This is an optimization exercise on Yosys and OpenROAD, whose aim is small area, not a production implementation. Only simulation tests tie the RTL to the original design; equivalence was not proved. In every run shown here, the design's own scripts or RTL, not TritonCTS, make the clock network. The clock input has no modelled driver; a real chip could not lean on it and would need a root buffer or a full tree. Power and IR drop assume default switching activity.

$ cat design/flow/flow/run.sh
#!/bin/bash
# Own layout flow: the standard flow, with these changes.
#  1. After the standard synthesis (bash standard.sh synth, unchanged), the
#     combinational logic between the flip-flops is re-mapped by ABC with an
#     area-oriented script (deepsyn + area mapping), 24 seeds, keeping the
#     smallest result. Flip-flop instances, their names and cell types stay
#     exactly as the standard synthesis made them (flow/reabc.ys).
#  2. Port buffers are the smallest buffer (buf_1) instead of clkdlybuf4s50_1.
#  3. Clock buffering by hand instead of TritonCTS (flow/mycts_hook.tcl, run
#     as the CTS step's PRE_CTS_TCL hook): the clock port drives a few clock
#     buffers directly, each driving one k-means cluster of flip-flops.
# Each tool's output goes to a log file of its own in the work folder.
set -euo pipefail
W=$(pwd)
R=$W/orfs/results/${FLOW_PLATFORM}/topmodule/base
LIB=$FLOW_HOME/platforms/sky130hd/lib/sky130_fd_sc_hd__tt_025C_1v80.lib

bash standard.sh synth > $W/log_1_synth.txt 2>&1

cp $R/1_2_yosys.v $W/synth_standard.v
DU=$(sed -n '/^export DONT_USE_CELLS/,/^$/p' $FLOW_HOME/platforms/sky130hd/config.mk \
     | grep -oE 'sky130_fd_sc_hd__[a-z0-9_]+' | sort -u | sed 's/^/-dont_use /' | tr '\n' ' ')
run_seed() {
  local s=$1
  sed -e "s#SEED#$s#" $W/flow/abc_area.script > $W/abc_area_$s.script
  sed -e "s#@LIB@#$LIB#g" -e "s#@DU@#$DU#g" -e "s#@IN@#$W/synth_standard.v#g" \
      -e "s#@OUT@#$W/synth_reabc_$s.v#g" -e "s#@SCRIPT@#$W/abc_area_$s.script#g" \
      $W/flow/reabc.ys > $W/reabc_$s.ys
  yosys -s $W/reabc_$s.ys > $W/log_reabc_$s.txt 2>&1 || true
}
SEEDS=$(seq 1 24)
for b in 0 1 2 3 4 5; do
  for i in 1 2 3 4; do run_seed $((b * 4 + i)) & done
  wait
done
best=""; besta=""
for s in $SEEDS; do
  f=$W/synth_reabc_$s.v.stat_after.txt
  [[ -s $W/synth_reabc_$s.v && -s $f ]] || { echo "seed $s: failed" >> $W/log_reabc_pick.txt; continue; }
  a=$(grep 'Chip area for module' $f | awk '{print $NF}')
  echo "seed $s: $a" >> $W/log_reabc_pick.txt
  if [[ -z "$best" ]] || awk -v a="$a" -v b="$besta" 'BEGIN{exit !(a < b)}'; then best=$s; besta=$a; fi
done
if [[ -n "$best" ]]; then
  echo "picked seed $best ($besta)" >> $W/log_reabc_pick.txt
  cp $W/synth_reabc_$best.v $R/1_2_yosys.v
  rm -f $R/1_synth.odb $R/1_synth.sdc
else
  echo "no re-mapped netlist; keeping the standard one" >> $W/log_reabc_pick.txt
fi

bash standard.sh \
    BUFFER_PORTS_ARGS="-buffer_cell sky130_fd_sc_hd__buf_1" \
    PRE_CTS_TCL="$W/flow/mycts_hook.tcl" \
    finish > $W/log_2_layout.txt 2>&1
$ cat design/flow/flow/abc_area.script
strash
&get -n
&deepsyn -T 60 -S SEED
&put
strash
&get -n
&dch -f
&nf -R 1000
&put
mfs2
strash
&get -n
&dch -f
&nf -R 1000
&put
topo
$ cat design/flow/flow/mycts.tcl
# Clock buffering by hand for a small design: the clock port drives K clock
# buffers directly, each driving one cluster of flip-flops. Used in place of
# TritonCTS's tree (see mycts_hook.tcl).

# Manhattan minimum spanning tree length of the points (idx into xs/ys).
proc mycts_mst {xs ys idx} {
  set n [llength $idx]
  if {$n < 2} { return 0.0 }
  set in [lrepeat $n 0]
  set d [lrepeat $n 1e30]
  lset d 0 0.0
  set total 0.0
  for {set step 0} {$step < $n} {incr step} {
    set best -1; set bd 1e30
    for {set i 0} {$i < $n} {incr i} {
      if {![lindex $in $i] && [lindex $d $i] < $bd} { set bd [lindex $d $i]; set best $i }
    }
    lset in $best 1
    set total [expr {$total + $bd}]
    set bx [lindex $xs [lindex $idx $best]]; set by [lindex $ys [lindex $idx $best]]
    for {set i 0} {$i < $n} {incr i} {
      if {[lindex $in $i]} { continue }
      set dd [expr {abs([lindex $xs [lindex $idx $i]] - $bx) + abs([lindex $ys [lindex $idx $i]] - $by)}]
      if {$dd < [lindex $d $i]} { lset d $i $dd }
    }
  }
  return $total
}

# k-means (Manhattan assignment) from the given initial centres; returns the
# assignment list.
proc mycts_kmeans {xs ys K cx cy} {
  set n [llength $xs]
  set asg [lrepeat $n 0]
  for {set iter 0} {$iter < 40} {incr iter} {
    for {set i 0} {$i < $n} {incr i} {
      set best 0; set bd 1e30
      for {set k 0} {$k < $K} {incr k} {
        set d [expr {abs([lindex $xs $i] - [lindex $cx $k]) + abs([lindex $ys $i] - [lindex $cy $k])}]
        if {$d < $bd} { set bd $d; set best $k }
      }
      lset asg $i $best
    }
    for {set k 0} {$k < $K} {incr k} {
      set sx 0; set sy 0; set c 0
      for {set i 0} {$i < $n} {incr i} {
        if {[lindex $asg $i] == $k} { set sx [expr {$sx + [lindex $xs $i]}]; set sy [expr {$sy + [lindex $ys $i]}]; incr c }
      }
      if {$c > 0} { lset cx $k [expr {$sx / $c}]; lset cy $k [expr {$sy / $c}] }
    }
  }
  return $asg
}

# Connect sink i to clock buffer asg(i) and put each buffer at its sinks'
# centre.
proc mycts_apply {sinks xs ys K asg} {
  set block [ord::get_db_block]
  set dbu [$block getDbUnitsPerMicron]
  set n [llength $sinks]
  for {set k 0} {$k < $K} {incr k} {
    set net [$block findNet "clknet_my_$k"]
    set sx 0; set sy 0; set c 0
    for {set i 0} {$i < $n} {incr i} {
      if {[lindex $asg $i] == $k} {
        set it [lindex $sinks $i]
        if {[$it getNet] != $net} { $it disconnect; $it connect $net }
        set sx [expr {$sx + [lindex $xs $i]}]; set sy [expr {$sy + [lindex $ys $i]}]; incr c
      }
    }
    set inst [$block findInst "clkbuf_my_$k"]
    if {$c > 0} {
      $inst setLocation [expr {int($sx / $c * $dbu)}] [expr {int($sy / $c * $dbu)}]
    }
    $inst setPlacementStatus PLACED
  }
}

# Size each clock buffer: the smallest of cells whose flip-flop clock pins all
# have an estimated slew below limit_ns. Returns {total area, worst slew}.
proc mycts_size {K cells limit_ns} {
  set db [ord::get_db]
  set block [ord::get_db_block]
  set dbu [$block getDbUnitsPerMicron]
  set area 0.0; set worst_all 0.0
  for {set k 0} {$k < $K} {incr k} {
    set inst [$block findInst "clkbuf_my_$k"]
    foreach c $cells {
      set m [$db findMaster $c]
      $inst swapMaster $m
      estimate_parasitics -placement
      set worst 0
      foreach pin [get_pins -of_objects [get_nets "clknet_my_$k"]] {
        if {[get_property $pin direction] != "input"} { continue }
        set s [get_property $pin slew_max]
        if {$s > $worst} { set worst $s }
      }
      if {$worst < $limit_ns} { break }
    }
    set area [expr {$area + [$m getWidth] * [$m getHeight] / double($dbu * $dbu)}]
    if {$worst > $worst_all} { set worst_all $worst }
  }
  return [list $area $worst_all]
}

proc mycts_build {K cells limit_ns} {
  set db [ord::get_db]
  set block [ord::get_db_block]
  set dbu [$block getDbUnitsPerMicron]
  set clk_port_net ""
  foreach bt [$block getBTerms] {
    if {[$bt getName] == "CLK100MHZ"} { set clk_port_net [$bt getNet] }
  }
  set sinks {}
  foreach it [$clk_port_net getITerms] { lappend sinks $it }
  set n [llength $sinks]
  set xs {}; set ys {}
  foreach it $sinks {
    set box [[$it getInst] getBBox]
    lappend xs [expr {([$box xMin] + [$box xMax]) / 2.0 / $dbu}]
    lappend ys [expr {([$box yMin] + [$box yMax]) / 2.0 / $dbu}]
  }
  set master [$db findMaster [lindex $cells 0]]
  for {set k 0} {$k < $K} {incr k} {
    set inst [odb::dbInst_create $block $master "clkbuf_my_$k"]
    set net [odb::dbNet_create $block "clknet_my_$k"]
    $net setSigType CLOCK
    [$inst findITerm A] connect $clk_port_net
    [$inst findITerm X] connect $net
  }
  # multi-start k-means; each clustering is sized, and the one with the
  # smallest buffer area (then the smallest worst slew) is kept
  set best {}; set best_area 1e30; set best_slew 1e30
  set lcg 12345
  set seen {}
  set xorder [lsort -real -indices $xs]
  set yorder [lsort -real -indices $ys]
  for {set trial 0} {$trial < 26} {incr trial} {
    set cx {}; set cy {}
    for {set k 0} {$k < $K} {incr k} {
      if {$trial == 0} {
        set i [lindex $xorder [expr {int(($k + 0.5) * $n / $K)}]]
      } elseif {$trial == 1} {
        set i [lindex $yorder [expr {int(($k + 0.5) * $n / $K)}]]
      } else {
        set lcg [expr {($lcg * 1103515245 + 12345) % 2147483648}]
        set i [expr {($lcg >> 8) % $n}]
      }
      lappend cx [lindex $xs $i]; lappend cy [lindex $ys $i]
    }
    set asg [mycts_kmeans $xs $ys $K $cx $cy]
    set used [lsort -unique $asg]
    if {[llength $used] < $K} { continue }
    if {[lsearch -exact $seen $asg] >= 0} { continue }
    lappend seen $asg
    mycts_apply $sinks $xs $ys $K $asg
    lassign [mycts_size $K $cells $limit_ns] area slew
    puts "mycts: trial $trial buffer area $area worst slew $slew"
    if {$area < $best_area - 1e-6 || ($area < $best_area + 1e-6 && $slew < $best_slew)} {
      set best $asg; set best_area $area; set best_slew $slew
    }
  }
  mycts_apply $sinks $xs $ys $K $best
  for {set k 0} {$k < $K} {incr k} {
    set c 0
    foreach a $best { if {$a == $k} { incr c } }
    puts "mycts: buffer $k drives $c flip-flops"
  }
}
$ cat design/flow/flow/mycts_hook.tcl
source [file join [file dirname [info script]] mycts.tcl]
set mycts_cells {sky130_fd_sc_hd__clkbuf_4 sky130_fd_sc_hd__clkbuf_8 sky130_fd_sc_hd__clkbuf_16}
mycts_build 4 $mycts_cells 0.125
set_propagated_clock [all_clocks]
detailed_placement
lassign [mycts_size 4 $mycts_cells 0.125] mycts_area mycts_slew
puts "mycts: final buffer area $mycts_area, worst estimated clock slew $mycts_slew"
proc clock_tree_synthesis {args} { puts "clock_tree_synthesis skipped: clock buffered by mycts" }
$ cat design/flow/flow/reabc.ys
# Re-map the combinational logic of the standard synthesis netlist.
read_liberty -ignore_miss_func @LIB@
read_verilog @IN@
hierarchy -top topmodule
# keep flip-flops and tie cells as they are
blackbox sky130_fd_sc_hd__dfxtp_* sky130_fd_sc_hd__dfrtp_* sky130_fd_sc_hd__dfstp_* sky130_fd_sc_hd__dfbbp_* sky130_fd_sc_hd__dfrbp_* sky130_fd_sc_hd__dfsbp_* sky130_fd_sc_hd__dfxbp_* sky130_fd_sc_hd__edfxtp_* sky130_fd_sc_hd__conb_1
# private names for the combinational cells, so that flattening keeps the
# standard netlist's net names
rename -hide t:sky130_fd_sc_hd__* t:sky130_fd_sc_hd__df* %d t:sky130_fd_sc_hd__conb_1 %d
flatten
opt_clean
tee -o @OUT@.stat_before.txt stat -liberty @LIB@
abc -liberty @LIB@ @DU@ -script @SCRIPT@
opt_clean -purge
splitnets
opt_clean -purge
hilomap -singleton -hicell sky130_fd_sc_hd__conb_1 HI -locell sky130_fd_sc_hd__conb_1 LO
insbuf -buf sky130_fd_sc_hd__buf_1 A X
write_verilog -noattr -nohex -nodec -selected @OUT@.tmp.v
design -reset
read_liberty -lib @LIB@
read_verilog @OUT@.tmp.v
hierarchy -check -top topmodule
tee -o @OUT@.stat_after.txt stat -liberty @LIB@
check -assert -mapped
write_verilog -noattr -nohex -nodec @OUT@
$ cat design/flow/standard.sh
#!/bin/bash
# synth_recipe.tcl (not shown) runs the flow's synth.tcl, then flattens the netlist and writes it again
# the make line also repeats each setting of config.mk as NAME=value (left out here)
make -C /OpenROAD-flow-scripts/flow DESIGN_CONFIG=/design/flow/config.mk WORK_HOME=/design/flow/orfs CLKGATE_MAP_FILE= SYNTH_SCRIPT=/design/flow/synth_recipe.tcl "${@:-finish}"
$ cat design/flow/config.mk
export PLATFORM = sky130hd
export DESIGN_NAME = topmodule
export DESIGN_NICKNAME = topmodule
export VERILOG_FILES = /design/flow/design.v
export SDC_FILE = /design/flow/constraint.sdc
export NUM_CORES = 4
export LEC_CHECK = 0
export CAP_MARGIN = 20
export CORE_MARGIN = 2
export CORE_UTILIZATION = 60
export PLACE_DENSITY = 0.95
export SLEW_MARGIN = 20
$ cat design/flow/constraint.sdc
create_clock -name core_clock -period 10.0 [get_ports {CLK100MHZ}]
set_input_delay 2.0000 -clock core_clock [delete_from_list [all_inputs] [get_ports {CLK100MHZ}]]
set_output_delay 2.0000 -clock core_clock [all_outputs]
set_load 0.01 [all_outputs]
$ cat design/flow/design.v
`timescale 1ns / 1ps
module ac_dig10(input [3:0] q, input ci, output [3:0] n, output co);
    assign n[0] = q[0] ^ ci;
    assign n[1] = q[1] ^ (ci & q[0] & ~q[3]);
    assign n[2] = q[2] ^ (ci & q[0] & q[1]);
    assign n[3] = q[3] ^ (ci & q[0] & (q[3] | (q[2] & q[1])));
    assign co   = ci & q[3] & q[0];
endmodule
module ac_dig6(input [2:0] q, input ci, output [2:0] n, output co);
    assign n[0] = q[0] ^ ci;
    assign n[1] = q[1] ^ (ci & q[0] & ~q[2]);
    assign n[2] = q[2] ^ (ci & q[0] & (q[1] | q[2]));
    assign co   = ci & q[2] & q[0];
endmodule
module ac_inc60(input [5:0] q, input ci, output [5:0] n, output co);
    assign co = ci & q[5] & q[4] & q[3] & q[1] & q[0];   
    assign n  = co ? 6'd0 : q + {5'd0, ci};
endmodule
module ac_inc24(input [4:0] q, input ci, output [4:0] n);
    wire w = ci & q[4] & q[2] & q[1] & q[0];         
    assign n = w ? 5'd0 : q + {4'd0, ci};
endmodule
module ac_timebase(
    input clk, input rst,
    output scan_en, output led_en, output tick
);
    logic [3:0] c0, c1, c2;
    wire [3:0] n0, n1, n2;
    wire k0, k1, k2;
    ac_dig10 u_d0(.q(c0), .ci(1'b1), .n(n0), .co(k0));
    ac_dig10 u_d1(.q(c1), .ci(k0),   .n(n1), .co(k1));
    ac_dig10 u_d2(.q(c2), .ci(k1),   .n(n2), .co(k2));
    always_ff @(posedge clk) begin
        if (rst) begin
            c0 <= 4'd8; c1 <= 4'd9; c2 <= 4'd4;
        end else begin
            c0 <= n0; c1 <= n1; c2 <= n2;
        end
    end
    assign scan_en = ~c0[2] & c0[1] & ~c0[0];                          
    assign led_en  = c1[2] & ~c1[1] & ~c1[0] & c0[2] & c0[1] & c0[0];   
    assign tick    = k2;                                               
endmodule
module ac_debounce(
    input clk, input rst, input in_btn, output pulse
);
    logic d1, d2, outb, p1, p2, flag;
    logic [4:0] lf;
    wire edg = d1 ^ d2;
    wire last = ~lf[3] & ~lf[2] & ~lf[1] & ~lf[0];
    always_ff @(posedge clk) begin
        p2 <= p1;        
        lf <= edg ? 5'b00001 : {lf[3:0], lf[4] ^ lf[2]};
        if (rst) begin
            d1 <= 1'b0; d2 <= 1'b1; outb <= 1'b0; p1 <= 1'b0; flag <= 1'b0;
        end else begin
            d1 <= in_btn;
            d2 <= d1;
            outb <= flag ? d2 : outb;
            p1 <= outb;
            flag <= ~edg & (flag | last);
        end
    end
    assign pulse = p1 & ~p2;
endmodule
module ac_time(
    input clk, input rst, input amode, input [1:0] pulse, input tick,
    output [4:0] dh, output logic [5:0] cm, output logic [5:0] am, output logic [5:0] cs,
    output logic alarm_q
);
    logic [4:0] ch, ah;
    assign dh = amode ? ah : ch;
    wire [5:0] cs_n, cm_e, cm_n, am_n;
    wire [4:0] ch_e, ch_n, ah_n;
    wire cs_c, cm_c, x1, x2;
    ac_inc60 u_cs (.q(cs),   .ci(tick),               .n(cs_n), .co(cs_c));
    ac_inc60 u_cme(.q(cm),   .ci(pulse[0] & ~amode),  .n(cm_e), .co(x1));
    ac_inc60 u_cmn(.q(cm_e), .ci(cs_c),               .n(cm_n), .co(cm_c));
    ac_inc24 u_che(.q(ch),   .ci(pulse[1] & ~amode),  .n(ch_e));
    ac_inc24 u_chn(.q(ch_e), .ci(cm_c),               .n(ch_n));
    ac_inc60 u_am (.q(am),   .ci(pulse[0] & amode),   .n(am_n), .co(x2));
    ac_inc24 u_ah (.q(ah),   .ci(pulse[1] & amode),   .n(ah_n));
    always_ff @(posedge clk) begin
        if (rst) begin
            cs <= 6'd0; cm <= 6'd0; ch <= 5'd0;
            am <= 6'd1; ah <= 5'd0;
            alarm_q <= 1'b0;
        end else begin
            cs <= cs_n;
            cm <= cm_n;
            ch <= ch_n;
            am <= am_n;
            ah <= ah_n;
            alarm_q <= ~amode & (ch == ah) & (cm == am) & (cs == 6'd0);
        end
    end
endmodule
module ac_display(
    input clk, input rst, input scan_en, input mode12, input amode,
    input [4:0] dh, input [5:0] cm, input [5:0] am, input [5:0] cs,
    output [6:0] seg, output dp, output [5:0] an, output pm
);
    wire h_ge13 = dh[4] | (dh[3] & dh[2] & (dh[1] | dh[0]));
    assign pm = mode12 & h_ge13;
    wire [4:0] hv = pm ? dh - 5'd12 : dh;
    logic [2:0] j;
    always_ff @(posedge clk) begin
        if (rst)          j <= 3'b000;
        else if (scan_en) j <= {j[1:0], ~j[2]};
    end
    wire [5:0] sel;
    assign sel[0] = ~j[2] & ~j[0];
    assign sel[1] = j[0] & ~j[1];
    assign sel[2] = j[1] & ~j[2];
    assign sel[3] = j[2] & j[0];
    assign sel[4] = j[1] & ~j[0];
    assign sel[5] = j[2] & ~j[1];
    wire [5:0] field = ({6{(sel[0] | sel[1]) & ~amode}} & cs)
                     | ({6{(sel[2] | sel[3]) & ~amode}} & cm)
                     | ({6{(sel[2] | sel[3]) &  amode}} & am)
                     | ({6{sel[4] | sel[5]}} & {1'b0, hv});
    logic [6:0] tu;
    always_comb begin
        case (field)
            6'd0: tu = {3'd0, 4'd0};
            6'd1: tu = {3'd0, 4'd1};
            6'd2: tu = {3'd0, 4'd2};
            6'd3: tu = {3'd0, 4'd3};
            6'd4: tu = {3'd0, 4'd4};
            6'd5: tu = {3'd0, 4'd5};
            6'd6: tu = {3'd0, 4'd6};
            6'd7: tu = {3'd0, 4'd7};
            6'd8: tu = {3'd0, 4'd8};
            6'd9: tu = {3'd0, 4'd9};
            6'd10: tu = {3'd1, 4'd0};
            6'd11: tu = {3'd1, 4'd1};
            6'd12: tu = {3'd1, 4'd2};
            6'd13: tu = {3'd1, 4'd3};
            6'd14: tu = {3'd1, 4'd4};
            6'd15: tu = {3'd1, 4'd5};
            6'd16: tu = {3'd1, 4'd6};
            6'd17: tu = {3'd1, 4'd7};
            6'd18: tu = {3'd1, 4'd8};
            6'd19: tu = {3'd1, 4'd9};
            6'd20: tu = {3'd2, 4'd0};
            6'd21: tu = {3'd2, 4'd1};
            6'd22: tu = {3'd2, 4'd2};
            6'd23: tu = {3'd2, 4'd3};
            6'd24: tu = {3'd2, 4'd4};
            6'd25: tu = {3'd2, 4'd5};
            6'd26: tu = {3'd2, 4'd6};
            6'd27: tu = {3'd2, 4'd7};
            6'd28: tu = {3'd2, 4'd8};
            6'd29: tu = {3'd2, 4'd9};
            6'd30: tu = {3'd3, 4'd0};
            6'd31: tu = {3'd3, 4'd1};
            6'd32: tu = {3'd3, 4'd2};
            6'd33: tu = {3'd3, 4'd3};
            6'd34: tu = {3'd3, 4'd4};
            6'd35: tu = {3'd3, 4'd5};
            6'd36: tu = {3'd3, 4'd6};
            6'd37: tu = {3'd3, 4'd7};
            6'd38: tu = {3'd3, 4'd8};
            6'd39: tu = {3'd3, 4'd9};
            6'd40: tu = {3'd4, 4'd0};
            6'd41: tu = {3'd4, 4'd1};
            6'd42: tu = {3'd4, 4'd2};
            6'd43: tu = {3'd4, 4'd3};
            6'd44: tu = {3'd4, 4'd4};
            6'd45: tu = {3'd4, 4'd5};
            6'd46: tu = {3'd4, 4'd6};
            6'd47: tu = {3'd4, 4'd7};
            6'd48: tu = {3'd4, 4'd8};
            6'd49: tu = {3'd4, 4'd9};
            6'd50: tu = {3'd5, 4'd0};
            6'd51: tu = {3'd5, 4'd1};
            6'd52: tu = {3'd5, 4'd2};
            6'd53: tu = {3'd5, 4'd3};
            6'd54: tu = {3'd5, 4'd4};
            6'd55: tu = {3'd5, 4'd5};
            6'd56: tu = {3'd5, 4'd6};
            6'd57: tu = {3'd5, 4'd7};
            6'd58: tu = {3'd5, 4'd8};
            6'd59: tu = {3'd5, 4'd9};
            6'd60: tu = {3'd6, 4'd0};
            6'd61: tu = {3'd6, 4'd1};
            6'd62: tu = {3'd6, 4'd2};
            6'd63: tu = {3'd6, 4'd3};
        endcase
    end
    wire [3:0] digit = (sel[1] | sel[3] | sel[5]) ? {1'b0, tu[6:4]} : tu[3:0];
    wire b3 = digit[3], b2 = digit[2], b1 = digit[1], b0 = digit[0];
    wire sa = b3 | b1 | ~(b2 ^ b0);
    wire sb = ~b2 | ~(b1 ^ b0);
    wire sc = b2 | ~b1 | b0;
    wire sd = b3 | (~b2 & ~b0) | (b1 & ~b0) | (~b2 & b1) | (b2 & ~b1 & b0);
    wire se = (~b2 & ~b0) | (b1 & ~b0);
    wire sf = b3 | (~b1 & ~b0) | (b2 & ~b1) | (b2 & ~b0);
    wire sg = b3 | (b2 ^ b1) | (b1 & ~b0);
    assign seg = ~{sa, sb, sc, sd, se, sf, sg};
    assign dp = ~sel[2];
    assign an = ~sel;
endmodule
module ac_led(
    input clk, input rst, input alarm, input led_en, input pm, output [7:0] led
);
    logic lstate;
    logic [5:0] lcnt;
    always_ff @(posedge clk) begin
        if (rst) lstate <= 1'b0;
        else     lstate <= alarm | (lstate & ~(&lcnt));
        if (!lstate)     lcnt <= 6'd0;
        else if (led_en) lcnt <= lcnt + 6'd1;
    end
    wire [7:0] shift = 8'd1 << lcnt[2:0];
    assign led[7:1] = lstate ? shift[7:1] : 7'd0;
    assign led[0]   = lstate ? shift[0] : pm;
endmodule
module topmodule(
    input CLK100MHZ,
    input CPU_RESETN,
    input [1:0]SW,
    input BTNL, BTNR,
    output CA, CB, CC, CD, CE, CF, CG, DP,
    output [7:0]AN,
    output [7:0]LED
);
    wire clk = CLK100MHZ;
    wire rst = ~CPU_RESETN;
    wire scan_en, led_en, tick, alarm_q, pm;
    wire [1:0] pulse;
    wire [4:0] dh;
    wire [5:0] cm, am, cs;
    wire [5:0] an;
    ac_timebase u_tb(.clk(clk), .rst(rst), .scan_en(scan_en), .led_en(led_en), .tick(tick));
    ac_debounce u_dl(.clk(clk), .rst(rst), .in_btn(BTNL), .pulse(pulse[1]));
    ac_debounce u_dr(.clk(clk), .rst(rst), .in_btn(BTNR), .pulse(pulse[0]));
    ac_time u_time(.clk(clk), .rst(rst), .amode(SW[1]), .pulse(pulse), .tick(tick),
                   .dh(dh), .cm(cm), .am(am), .cs(cs), .alarm_q(alarm_q));
    ac_display u_disp(.clk(clk), .rst(rst), .scan_en(scan_en), .mode12(SW[0]), .amode(SW[1]),
                      .dh(dh), .cm(cm), .am(am), .cs(cs),
                      .seg({CA, CB, CC, CD, CE, CF, CG}), .dp(DP), .an(an), .pm(pm));
    assign AN = {an, 2'b11};
    ac_led u_led(.clk(clk), .rst(rst), .alarm(alarm_q), .led_en(led_en), .pm(pm), .led(LED));
endmodule
==> results.toml, run 1 <==
[finish]
layout_commonest_cell = "dfxtp_1"
regArea_sq_um = 1460
drive_gt1_share_pct = 1.19
final_area_sq_um = 3420
multi_input_area_sq_um = 1620
fill_cells = 415
antenna_cells = 0
layout.nets = 428
area_delta_synth_final_pct = 7.68
mostFrequentLayoutCells = "dfxtp_1 (73), nor2_1 (48), nand2_1 (45)"

[grt]
grt_pass1_vias = 2714
antenna_found_initial = 0
grt_overflow = 0
grt_max_degree = 35
grt_pass1_wl_mm = 11.8
grt_use_total_pct = 22.9

[pwr]
peakVddDrop_mv = 0.105
p_leak_nw = 1.30
powerDensity_nw_per_um2 = 129

[synthesis]
syn_inst = 390
synth_area_sq_um = 3180
synth_area_per_cell_sq_um = 8.14
yosys_warnings = 5

[run_status]
run_status = "no timing/DRC/antenna violations"

[routing]
dr.pass1.iters = 5
avgViaCountPerCell = 6.01
drtIter0Drc = 271
drcViolationCount = 0
totalWireLength_mm = 6.76
wl_per_cell_um = 13.8
drtAntennaViolNets = 0
vias = 2943

[sta]
min_period_ns = 8.50
rsz0062_at_grt = "no"
drv_slew = 0
finalCritPeriodShare_pct = 85.0
fmax_mhz = 118
worstMarginPinSlew_ns = 0.804
hold_viol = 0
relSlewSlack_pct = 46.4
fin_skew_ns = 0.0140
setup_viol = 0
setup_tns_ns = 0
fin_ws_ns = 1.50

[worst_setup_path]
critPathRequiredTime_ns = 8.00
crit_buf_inv = 4
slowest_delay_ns = 0.59
crit_chain = "buf_1, o21ai_0, nand2b_1, a21oi_1, o21ai_0, clkinv_1, nand2_1, xor2_1, a21boi_0, nor2_1, clkinv_1, a21oi_1, a21oi_1, a31oi_1, nor2_1, nor3_1, o21ai_0, o21a_1, o21a_1, nor2b_1, buf_1"
endpoint_kind = "primary output"
cp.arrival_ns = 6.50
rrSetupSlack_ns = 6.95
worstSetupStartpointType = "primary input"
crit_family = "compound AO/OA/AOI/OAI gates"
cp_max_fo = 16
cp_slowest_cell = "buf_1"
worstSetupPathType = "primary input to primary output"

[floorplan]
die_area_sq_um = 5890
die_h_um = 76.8
rows = 26
ioPinCount = 30
die_w_um = 76.8
start_util_pct = 62.2
core_sq_um = 5110

[clock_network]
postCtsSetupRepairBufs = 0
ctsResizeCount = 0
clk_pin_slew_ns = 0.10
ctsHoldBuffers = 0
clock_latency_ns = 0.17

[placed_design]
post_dp_cell_area_sq_um = 3360
numPortBuffers = 27
pre_cts_ws_ns = 1.73
globalplace.congestion = 0.982
dp_hpwl_mm = 5.00

[min_path]
hold_class = "flip-flop to flip-flop"

[job]
drv_cap = 0
==> worst paths after layout <==
check | from | to | depth (start not counted)
max reg2reg | u_tb.c0[0]$_SDFF_PN0_ | u_time.ch[3]$_SDFF_PP0_ | 13
min | u_dl.p1$_SDFF_PN0_ | u_dl.p2$_DFF_P_ | 0
max | SW[1] | CA | 21
min reg2reg | u_dl.p1$_SDFF_PN0_ | u_dl.p2$_DFF_P_ | 0
==> sequential cells by signal, indices dropped and copies added, names as in the netlist, 3 cells and up <==
signal / count
u_disp.j: 3
u_dl.lf: 5
u_dr.lf: 5
u_led.lcnt: 6
u_tb.c0: 4
u_tb.c1: 4
u_tb.c2: 4
u_time.ah: 5
u_time.am: 6
u_time.ch: 5
u_time.cm: 6
u_time.cs: 6
==> power breakdown <==
| part | switching [mW] | internal (mW) |
|---|---|---|
| Clock | 0.0687 | 0.0372 |
| Sequential | 0.00703 | 0.301 |
| Combinational | 0.0167 | 0.0107 |
| Total | 0.0924 | 0.349 |
==> through the flow <==
step	cells	hold WS, ns	total power, mW	utilization, %
2_1_floorplan	391	0.332	0.332	-
3_3_place_gp	486	0.342	0.339	65.9
3_5_place_dp	486	0.347	0.342	65.9
4_1_cts	490	0.364	0.443	67.0
5_1_grt	490	0.374	0.460	67.0
6_report	490	0.360	0.441	67.0
==> per-layer routing <==
layer | vias to the layer above | track usage (%) | part of all wire (%)
li1 | 1422 | - | -
met1 | 1340 | 29.0 | 42
met2 | 155 | 41.2 | 48
met3 | 26 | 2.71 | 7.8
met4 | 0 | 5.45 | 2.7
met5 | - | 0 | 0
==> layout make-up <==
type                    instances  area share, %
multi-input cells             293           47.5
flip-flops and latches         73           42.7
repair buffers                 28           3.18
well taps                      70           2.56
inverters                      22           2.41
plain buffers                   4           1.61
==> run 2: changes to the inputs <==
--- a/design/flow/design.v
+++ b/design/flow/design.v
@@ -44,21 +44,21 @@
 module ac_debounce(
     input clk, input rst, input in_btn, output pulse
 );
-    logic d1, d2, outb, p1, p2, flag;
+    logic d1, d2, outb, p1, p2;
     logic [4:0] lf;
-    wire edg = d1 ^ d2;
-    wire last = ~lf[3] & ~lf[2] & ~lf[1] & ~lf[0];
+    wire edg  = d1 ^ d2;
+    wire z4   = ~lf[3] & ~lf[2] & ~lf[1] & ~lf[0];     
+    wire flag = z4 & ~lf[4];                            
     always_ff @(posedge clk) begin
         p2 <= p1;        
-        lf <= edg ? 5'b00001 : {lf[3:0], lf[4] ^ lf[2]};
+        lf <= (edg | rst) ? 5'b00001 : {lf[3:0], (lf[4] ^ lf[2]) & ~z4};
         if (rst) begin
-            d1 <= 1'b0; d2 <= 1'b1; outb <= 1'b0; p1 <= 1'b0; flag <= 1'b0;
+            d1 <= 1'b0; d2 <= 1'b1; outb <= 1'b0; p1 <= 1'b0;
         end else begin
             d1 <= in_btn;
             d2 <= d1;
             outb <= flag ? d2 : outb;
             p1 <= outb;
-            flag <= ~edg & (flag | last);
         end
     end
     assign pulse = p1 & ~p2;
==> run 2 against run 1 <==
Compared with the run above:
- still clean on timing, DRC and antenna
- synthesized cell count down 1.8%
- clock power is essentially flat
- sequential share of layout area is 0.65 points lower
- global-route usage is 0.22 points lower
- final cell count fell by 1.4%
- wire length decreased by 0.90%
- highest routed layer unchanged
==> results.toml, run 2 <==
[sta]
hold_viol = 0
worstMarginPinSlew_ns = 0.826
rsz0062_at_grt = "no"
setup_viol = 0
finalCritPeriodShare_pct = 80.3
fin_skew_ns = 0.0185
fin_ws_ns = 1.97
drv_slew = 0
min_period_ns = 8.03
setup_tns_ns = 0
relSlewSlack_pct = 44.9
fmax_mhz = 125

[min_path]
hold_class = "flip-flop to flip-flop"

[worst_setup_path]
endpoint_kind = "primary output"
cp.arrival_ns = 6.03
worstSetupStartpointType = "primary input"
cp_max_fo = 19
slowest_delay_ns = 0.60
cp_slowest_cell = "buf_1"
worstSetupPathType = "primary input to primary output"
critPathRequiredTime_ns = 8.00
crit_chain = "buf_1, mux2i_1, nor4_1, o21ai_0, or2_0, xor2_1, a21oi_1, or2_0, nand4_1, o21ai_0, nor3b_1, a21oi_1, nor2_1, xor2_1, nand2_1, a21oi_1, nand2_1, o21ai_0, buf_1"

[grt]
grt_overflow = 0
grt_pass1_wl_mm = 11.4
antenna_found_initial = 0
grt_max_degree = 32
grt_pass1_vias = 2574
grt_use_total_pct = 22.6

[floorplan]
die_h_um = 76.3
start_util_pct = 61.7
rows = 26
die_area_sq_um = 5820
ioPinCount = 30
core_sq_um = 5070
die_w_um = 76.3

[finish]
antenna_cells = 0
final_cells = 483
layout_commonest_cell = "dfxtp_1"
area_delta_synth_final_pct = 7.79
layout.nets = 421
drive_gt1_share_pct = 1.21
mostFrequentLayoutCells = "dfxtp_1 (71), nor2_1 (44), a21oi_1 (38)"
fill_cells = 413

[routing]
drtIter0Drc = 326
drcViolationCount = 0
totalWireLength_mm = 6.70
dr.pass1.iters = 6
drtAntennaViolNets = 0
wl_per_cell_um = 13.9
vias = 2892
avgViaCountPerCell = 5.99

[clock_network]
ctsResizeCount = 0
postCtsSetupRepairBufs = 0
clock_latency_ns = 0.16
ctsHoldBuffers = 0
clk_pin_slew_ns = 0.11

[pwr]
pwr-share-clk_pct = 22.4
swShare_pct = 22.8
p_leak_nw = 1.25
peakVddDrop_mv = 0.153
p_total_mw = 0.458
power_frac_seq_pct = 67.5
p_int_mw = 0.354
combinationalPowerShare_pct = 10.0
powerDensity_nw_per_um2 = 136
p_sw_mw = 0.105

[placed_design]
numPortBuffers = 27
dp.cells = 479
pre_cts_ws_ns = 2.11
globalplace.congestion = 0.966
dp_hpwl_mm = 4.94

[synthesis]
synth_area_sq_um = 3130
yosys_warnings = 5
syn_inst = 383
synth_area_per_cell_sq_um = 8.18

[job]
drv_cap = 0

[run_status]
run_status = "no timing/DRC/antenna violations"
run 2: layout make-up:
cell class	instances	area, sq um	share of cell area [%]
Sequential cell	71	1420	42.1
Multi-Input combinational cell	295	1650	48.8
Timing Repair Buffer	28	109	3.22
Tap cell	70	87.6	2.59
Inverter	15	56.3	1.67
Buffer	4	55.1	1.63
run 2: worst max-delay path: cells and delay by family:
| family | cells | cell delay, ns |
|---|---|---|
| XOR/XNOR | 2 | 0.37 |
| multiplexers | 1 | 0.30 |
| buffers and inverters | 2 | 0.77 |
| AND/OR/NAND/NOR | 8 | 1.42 |
| AO/OA/AOI/OAI | 6 | 1.15 |
run 2: final timing paths:
path,slack (ns),cells past startpoint,end,startpoint
max,1.97,19,CG,SW[1]
min,0.36,0,u_dr.p2$_DFF_P_,u_dr.p1$_SDFF_PN0_
max reg2reg,6.24,13,u_time.ch[3]$_SDFF_PP0_,u_tb.c0[0]$_SDFF_PN0_
min reg2reg,0.36,0,u_dr.p2$_DFF_P_,u_dr.p1$_SDFF_PN0_
run 2: power groups by stage:
stage / combinational (mW) / clock [mW] / sequential (mW)
after detailed placement: 0.0445 / 0 / 0.316
after global placement: 0.0423 / 0 / 0.315
after global routing: 0.0523 / 0.116 / 0.312
final: 0.0460 / 0.103 / 0.309
after CTS: 0.0455 / 0.105 / 0.309
after floorplan: 0.0328 / 0 / 0.313
run 2: metal layers:
layer | track usage (%) | wire length, um
met1 | 29.9 | 2860
met2 | 39.8 | 3170
met3 | 2.37 | 489
met4 | 5.45 | 181
met5 | 0 | 0
run 2: stage by stage:
stage / cell area [sq um] / util [%] / hold slack (ns)
2_1_floorplan: 3140 / - / 0.324
3_3_place_gp: 3320 / 65.5 / 0.331
3_5_place_dp: 3320 / 65.5 / 0.355
4_1_cts: 3380 / 66.5 / 0.371
5_1_grt: 3380 / 66.5 / 0.374
6_report: 3380 / 66.5 / 0.365
==> run 3: changes to the inputs <==
==> design/flow/flow/abc_area.script (replaced) <==
strash
&get -n
&deepsyn -T 90 -S SEED
&put
strash
&get -n
&dch -f
&nf -R 1000
&put
mfs2
strash
&get -n
&dch -f
&nf -R 1000
&put
topo
==> run 3 against run 2 <==
Compared with the run above:
- maximum frequency down 2.5%
- total power up 0.53%
- still clean on timing, DRC and antenna
- via count is 2.0% lower
- global-route usage shrank 1.1 points
- cell area about the same
- first-iteration DRC count down 14%
- register-to-register slack improved by 0.25 ns
- final cell count is 1.2% lower
- largest power group unchanged
- combinational power shrank 14%
- critical path depth stayed put
- core utilization is essentially flat
==> results.toml, run 3 <==
[synthesis]
yosys_warnings = 5
syn_inst = 377
synth_area_per_cell_sq_um = 8.28
synth_area_sq_um = 3120

[clock_network]
clock_latency_ns = 0.15
clk_pin_slew_ns = 0.09
postCtsSetupRepairBufs = 0
ctsResizeCount = 0
ctsHoldBuffers = 0

[sta]
fin_ws_ns = 1.77
min_period_ns = 8.23
setup_tns_ns = 0
hold_ws_ns = 0.353
hold_viol = 0
drv_slew = 0
rsz0062_at_grt = "no"
fmax_mhz = 122
finalCritPeriodShare_pct = 82.3
relSlewSlack_pct = 48.3
worstMarginPinSlew_ns = 0.776
setup_viol = 0
fin_skew_ns = 0.00553

[min_path]
hold_class = "flip-flop to flip-flop"

[worst_setup_path]
crit_buf_inv = 2
crit_family = "compound AO/OA/AOI/OAI gates"
critPathRequiredTime_ns = 8.00
cp_max_fo = 18
slowest_delay_ns = 0.57
worstSetupPathType = "primary input to primary output"
cp_slowest_cell = "buf_1"
worstSetupStartpointType = "primary input"
crit_chain = "buf_1, mux2i_1, or2_0, nor2_1, o21ai_0, xor2_1, a21oi_1, and2_0, nand2b_1, o221ai_1, o21ai_0, xnor2_1, o22ai_1, a21o_1, a21oi_1, or3_1, a21boi_0, nand2b_1, buf_1"
cp.arrival_ns = 6.23
endpoint_kind = "primary output"

[grt]
grt_use_total_pct = 21.5
grt_pass1_vias = 2632
grt_max_degree = 32
grt_overflow = 0
antenna_found_initial = 0
grt_pass1_wl_mm = 10.9

[floorplan]
start_util_pct = 61.5
die_h_um = 76.1
rows = 26
die_area_sq_um = 5800
die_w_um = 76.1
core_sq_um = 5070
ioPinCount = 30

[pwr]
peakVddDrop_mv = 0.109
p_leak_nw = 1.24
powerDensity_nw_per_um2 = 136

[routing]
drcViolationCount = 0
vias = 2834
avgViaCountPerCell = 5.94
drtAntennaViolNets = 0
dr.pass1.iters = 6
totalWireLength_mm = 6.32
drtIter0Drc = 281
wl_per_cell_um = 13.2

[finish]
mostFrequentLayoutCells = "dfxtp_1 (71), nor2_1 (44), nand2_1 (36)"
antenna_cells = 0
area_delta_synth_final_pct = 8.17
layout.nets = 415
layout_commonest_cell = "dfxtp_1"
drive_gt1_share_pct = 1.23

[placed_design]
numPortBuffers = 27
dp_hpwl_mm = 4.67
pre_cts_ws_ns = 1.80
globalplace.congestion = 0.854

[job]
drv_cap = 0

[run_status]
run_status = "no timing/DRC/antenna violations"
==> run 3: final cells by class <==
type	instances	area [sq um]
Buffer	4	66.3
Fill cell	418	1700
Inverter	14	52.6
Multi-Input combinational cell	290	1640
Sequential cell	71	1420
Tap cell	70	87.6
Timing Repair Buffer	28	109
==> run 3: report_power, final <==
part | internal [mW] | switching, mW
sequential | 0.299 | 0.0104
combinational | 0.0160 | 0.0235
clock | 0.0460 | 0.0662
==> run 3: final timing paths <==
| path | cells past startpoint | slack, ns | end | from |
|---|---|---|---|---|
| hold / removal | 0 | 0.35 | u_dr.p2$_DFF_P_ | u_dr.p1$_SDFF_PN0_ |
| setup reg to reg | 14 | 6.49 | u_time.ch[3]$_SDFF_PP0_ | u_tb.c0[0]$_SDFF_PN0_ |
| hold reg to reg | 0 | 0.35 | u_dr.p2$_DFF_P_ | u_dr.p1$_SDFF_PN0_ |
| setup / recovery | 19 | 1.77 | CD | SW[1] |
==> run 3: metrics by stage <==
step	util, %	instances	area (sq um)	total power [mW]
2_1_floorplan	-	378	3130	0.342
3_3_place_gp	65.3	473	3310	0.352
3_5_place_dp	65.3	473	3310	0.354
4_1_cts	66.6	477	3380	0.463
5_1_grt	66.6	477	3380	0.481
6_report	66.6	477	3380	0.461
==> run 3: per-layer routing <==
layer	vias to the layer above	part of all wire [%]	global-route usage, %
met1	1300	43	26.2
li1	1398	-	-
met4	0	2.7	6.55
met3	27	6.3	2.37
met2	109	48	39.9
met5	-	0	0
==> run 4: changes to the inputs <==
--- a/design/flow/flow/mycts.tcl
+++ b/design/flow/flow/mycts.tcl
@@ -103,6 +103,36 @@
   return [list $area $worst_all]
 }
 
+# k-means with at most cap sinks per cluster (greedy assignment by distance).
+proc mycts_kmeans_cap {xs ys K cx cy cap} {
+  set n [llength $xs]
+  set asg [lrepeat $n 0]
+  for {set iter 0} {$iter < 30} {incr iter} {
+    set pairs {}
+    for {set i 0} {$i < $n} {incr i} {
+      for {set k 0} {$k < $K} {incr k} {
+        lappend pairs [list [expr {abs([lindex $xs $i] - [lindex $cx $k]) + abs([lindex $ys $i] - [lindex $cy $k])}] $i $k]
+      }
+    }
+    set pairs [lsort -real -index 0 $pairs]
+    set done [lrepeat $n 0]
+    set cnt [lrepeat $K 0]
+    foreach p $pairs {
+      lassign $p d i k
+      if {[lindex $done $i] || [lindex $cnt $k] >= $cap} { continue }
+      lset asg $i $k; lset done $i 1; lset cnt $k [expr {[lindex $cnt $k] + 1}]
+    }
+    for {set k 0} {$k < $K} {incr k} {
+      set sx 0; set sy 0; set c 0
+      for {set i 0} {$i < $n} {incr i} {
+        if {[lindex $asg $i] == $k} { set sx [expr {$sx + [lindex $xs $i]}]; set sy [expr {$sy + [lindex $ys $i]}]; incr c }
+      }
+      if {$c > 0} { lset cx $k [expr {$sx / $c}]; lset cy $k [expr {$sy / $c}] }
+    }
+  }
+  return $asg
+}
+
 proc mycts_build {K cells limit_ns} {
   set db [ord::get_db]
   set block [ord::get_db_block]
@@ -135,12 +165,12 @@
   set seen {}
   set xorder [lsort -real -indices $xs]
   set yorder [lsort -real -indices $ys]
-  for {set trial 0} {$trial < 26} {incr trial} {
+  for {set trial 0} {$trial < 40} {incr trial} {
     set cx {}; set cy {}
     for {set k 0} {$k < $K} {incr k} {
-      if {$trial == 0} {
+      if {$trial <= 1} {
         set i [lindex $xorder [expr {int(($k + 0.5) * $n / $K)}]]
-      } elseif {$trial == 1} {
+      } elseif {$trial <= 3} {
         set i [lindex $yorder [expr {int(($k + 0.5) * $n / $K)}]]
       } else {
         set lcg [expr {($lcg * 1103515245 + 12345) % 2147483648}]
@@ -148,7 +178,12 @@
       }
       lappend cx [lindex $xs $i]; lappend cy [lindex $ys $i]
     }
-    set asg [mycts_kmeans $xs $ys $K $cx $cy]
+    # even trials: plain k-means; odd trials: at most ceil(n/K) + 1 per cluster
+    if {$trial % 2 == 0} {
+      set asg [mycts_kmeans $xs $ys $K $cx $cy]
+    } else {
+      set asg [mycts_kmeans_cap $xs $ys $K $cx $cy [expr {($n + $K - 1) / $K + 1}]]
+    }
     set used [lsort -unique $asg]
     if {[llength $used] < $K} { continue }
     if {[lsearch -exact $seen $asg] >= 0} { continue }
==> run 4 against run 3 <==
Compared with the run above:
- still clean
- cell area decreased by 0.33%
- die area did not move
- first-iteration DRC count is 3.9% higher
- hold slack better by 0.0033 ns
- maximum frequency decreased by 0.23%
- register-to-register slack is essentially flat
- final cell count stayed put
==> results.toml, run 4 <==
[routing]
wl_per_cell_um = 13.3
dr.pass1.iters = 5
vias = 2839
drcViolationCount = 0
drtIter0Drc = 292
totalWireLength_mm = 6.36
drtAntennaViolNets = 0
avgViaCountPerCell = 5.95

[floorplan]
rows = 26
die_w_um = 76.1
ioPinCount = 30
die_area_sq_um = 5800
die_h_um = 76.1
start_util_pct = 61.5
core_sq_um = 5070

[grt]
grt_overflow = 0
grt_use_total_pct = 21.6
grt_pass1_wl_mm = 11.0
grt_pass1_vias = 2654
grt_max_degree = 32
antenna_found_initial = 0

[finish]
layout_commonest_cell = "dfxtp_1"
regArea_sq_um = 1420
drive_gt1_share_pct = 1.23
fill_cells = 420
layout.nets = 415
area_delta_synth_final_pct = 7.81
antenna_cells = 0
mostFrequentLayoutCells = "dfxtp_1 (71), nor2_1 (44), nand2_1 (36)"
multi_input_area_sq_um = 1640
final_area_sq_um = 3370

[sta]
drv_slew = 0
worstMarginPinSlew_ns = 0.788
finalCritPeriodShare_pct = 82.5
relSlewSlack_pct = 47.5
min_period_ns = 8.25
fin_skew_ns = 0.0128
rsz0062_at_grt = "no"
fmax_mhz = 121
setup_viol = 0
hold_viol = 0
setup_tns_ns = 0

[run_status]
run_status = "no timing/DRC/antenna violations"

[pwr]
powerDensity_nw_per_um2 = 136
p_leak_nw = 1.23
peakVddDrop_mv = 0.102

[job]
drv_cap = 0

[placed_design]
post_dp_cell_area_sq_um = 3310
dp_hpwl_mm = 4.67
numPortBuffers = 27
globalplace.congestion = 0.854

[clock_network]
postCtsSetupRepairBufs = 0
clock_latency_ns = 0.17
clk_pin_slew_ns = 0.10
ctsResizeCount = 0
ctsHoldBuffers = 0

[worst_setup_path]
cp.arrival_ns = 6.25
critPathRequiredTime_ns = 8.00
endpoint_kind = "primary output"
worstSetupStartpointType = "primary input"
cp_max_fo = 18
worstSetupPathType = "primary input to primary output"

[synthesis]
synth_area_per_cell_sq_um = 8.28
syn_inst = 377
synth_area_sq_um = 3120
yosys_warnings = 5

[min_path]
hold_class = "flip-flop to flip-flop"
run 4: worst paths after layout:
check / start / endpoint / slack (ns) / depth (start not counted)
max: SW[1] / CD / 1.75 / 19
min: u_dr.p1$_SDFF_PN0_ / u_dr.p2$_DFF_P_ / 0.36 / 0
max reg2reg: u_tb.c0[0]$_SDFF_PN0_ / u_time.ch[3]$_SDFF_PP0_ / 6.50 / 14
min reg2reg: u_dr.p1$_SDFF_PN0_ / u_dr.p2$_DFF_P_ / 0.36 / 0
run 4: worst max-delay path, cell delays in order:
cell	delay, ns
buf_1	0.58
mux2i_1	0.37
or2_0	0.22
nor2_1	0.06
o21ai_0	0.43
xor2_1	0.13
a21oi_1	0.20
and2_0	0.35
nand2b_1	0.10
o221ai_1	0.09
o21ai_0	0.18
xnor2_1	0.16
o22ai_1	0.28
a21o_1	0.16
a21oi_1	0.09
or3_1	0.34
a21boi_0	0.22
nand2b_1	0.13
buf_1	0.15
run 4: stage by stage:
stage | worst slack, ns | total power, mW | instances | util [%] | hold slack, ns
finish | 1.75 | 0.457 | 477 | 66.3 | 0.356
global route | 1.38 | 0.477 | 477 | 66.3 | 0.375
CTS | 1.79 | 0.458 | 477 | 66.3 | 0.359
detailed placement | 1.80 | 0.354 | 473 | 65.3 | 0.339
global placement | 2.09 | 0.352 | 473 | 65.3 | 0.331
floorplan | 2.83 | 0.342 | 378 | - | 0.324
run 4: per-layer routing:
layer / part of all wire, % / GRT usage [%]
met4: 2.5 / 6.73
met2: 48 / 39.5
met5: 0 / 0
met1: 43 / 26.8
met3: 6.1 / 2.37
run 4: area by class of cell:
cell class | count | area share (%)
inverters | 14 | 1.56
plain buffers | 4 | 1.64
well taps | 70 | 2.60
flip-flops and latches | 71 | 42.2
multi-input cells | 290 | 48.8
repair buffers | 28 | 3.23
run 4: power by group:
part | switching [mW] | internal [mW]
Sequential | 0.0103 | 0.299
Combinational | 0.0233 | 0.0160
Clock | 0.0712 | 0.0373

port drivers added, routing unchanged:
In the flow no input, the clock included, has a driving cell. The finished layouts below were timed again as built, in two steps.
Step 1: set_driving_cell puts a clkbuf_16 on CLK100MHZ and a buf_2 on each other input, an assumption about the parent block.
Step 2 also shifts input and output timing later by t, the mid clock arrival at the registers, as if the neighbouring blocks saw the same clock.
Three values: no drivers, after step 1, after step 2; two values: the first two.
run | shift t [ns] | slack for setup (ns) | worst register clock-pin slew, ns
run 1 | 0.216 | 1.499 / 1.468 / 1.468 | 0.11 / 0.11
run 2 | 0.209 | 1.972 / 1.941 / 1.941 | 0.11 / 0.11
run 3 | 0.209 | 1.770 / 1.744 / 1.744 | 0.09 / 0.09
run 4 | 0.213 | 1.751 / 1.725 / 1.725 | 0.11 / 0.11
After both steps setup and hold are still met in every run listed.
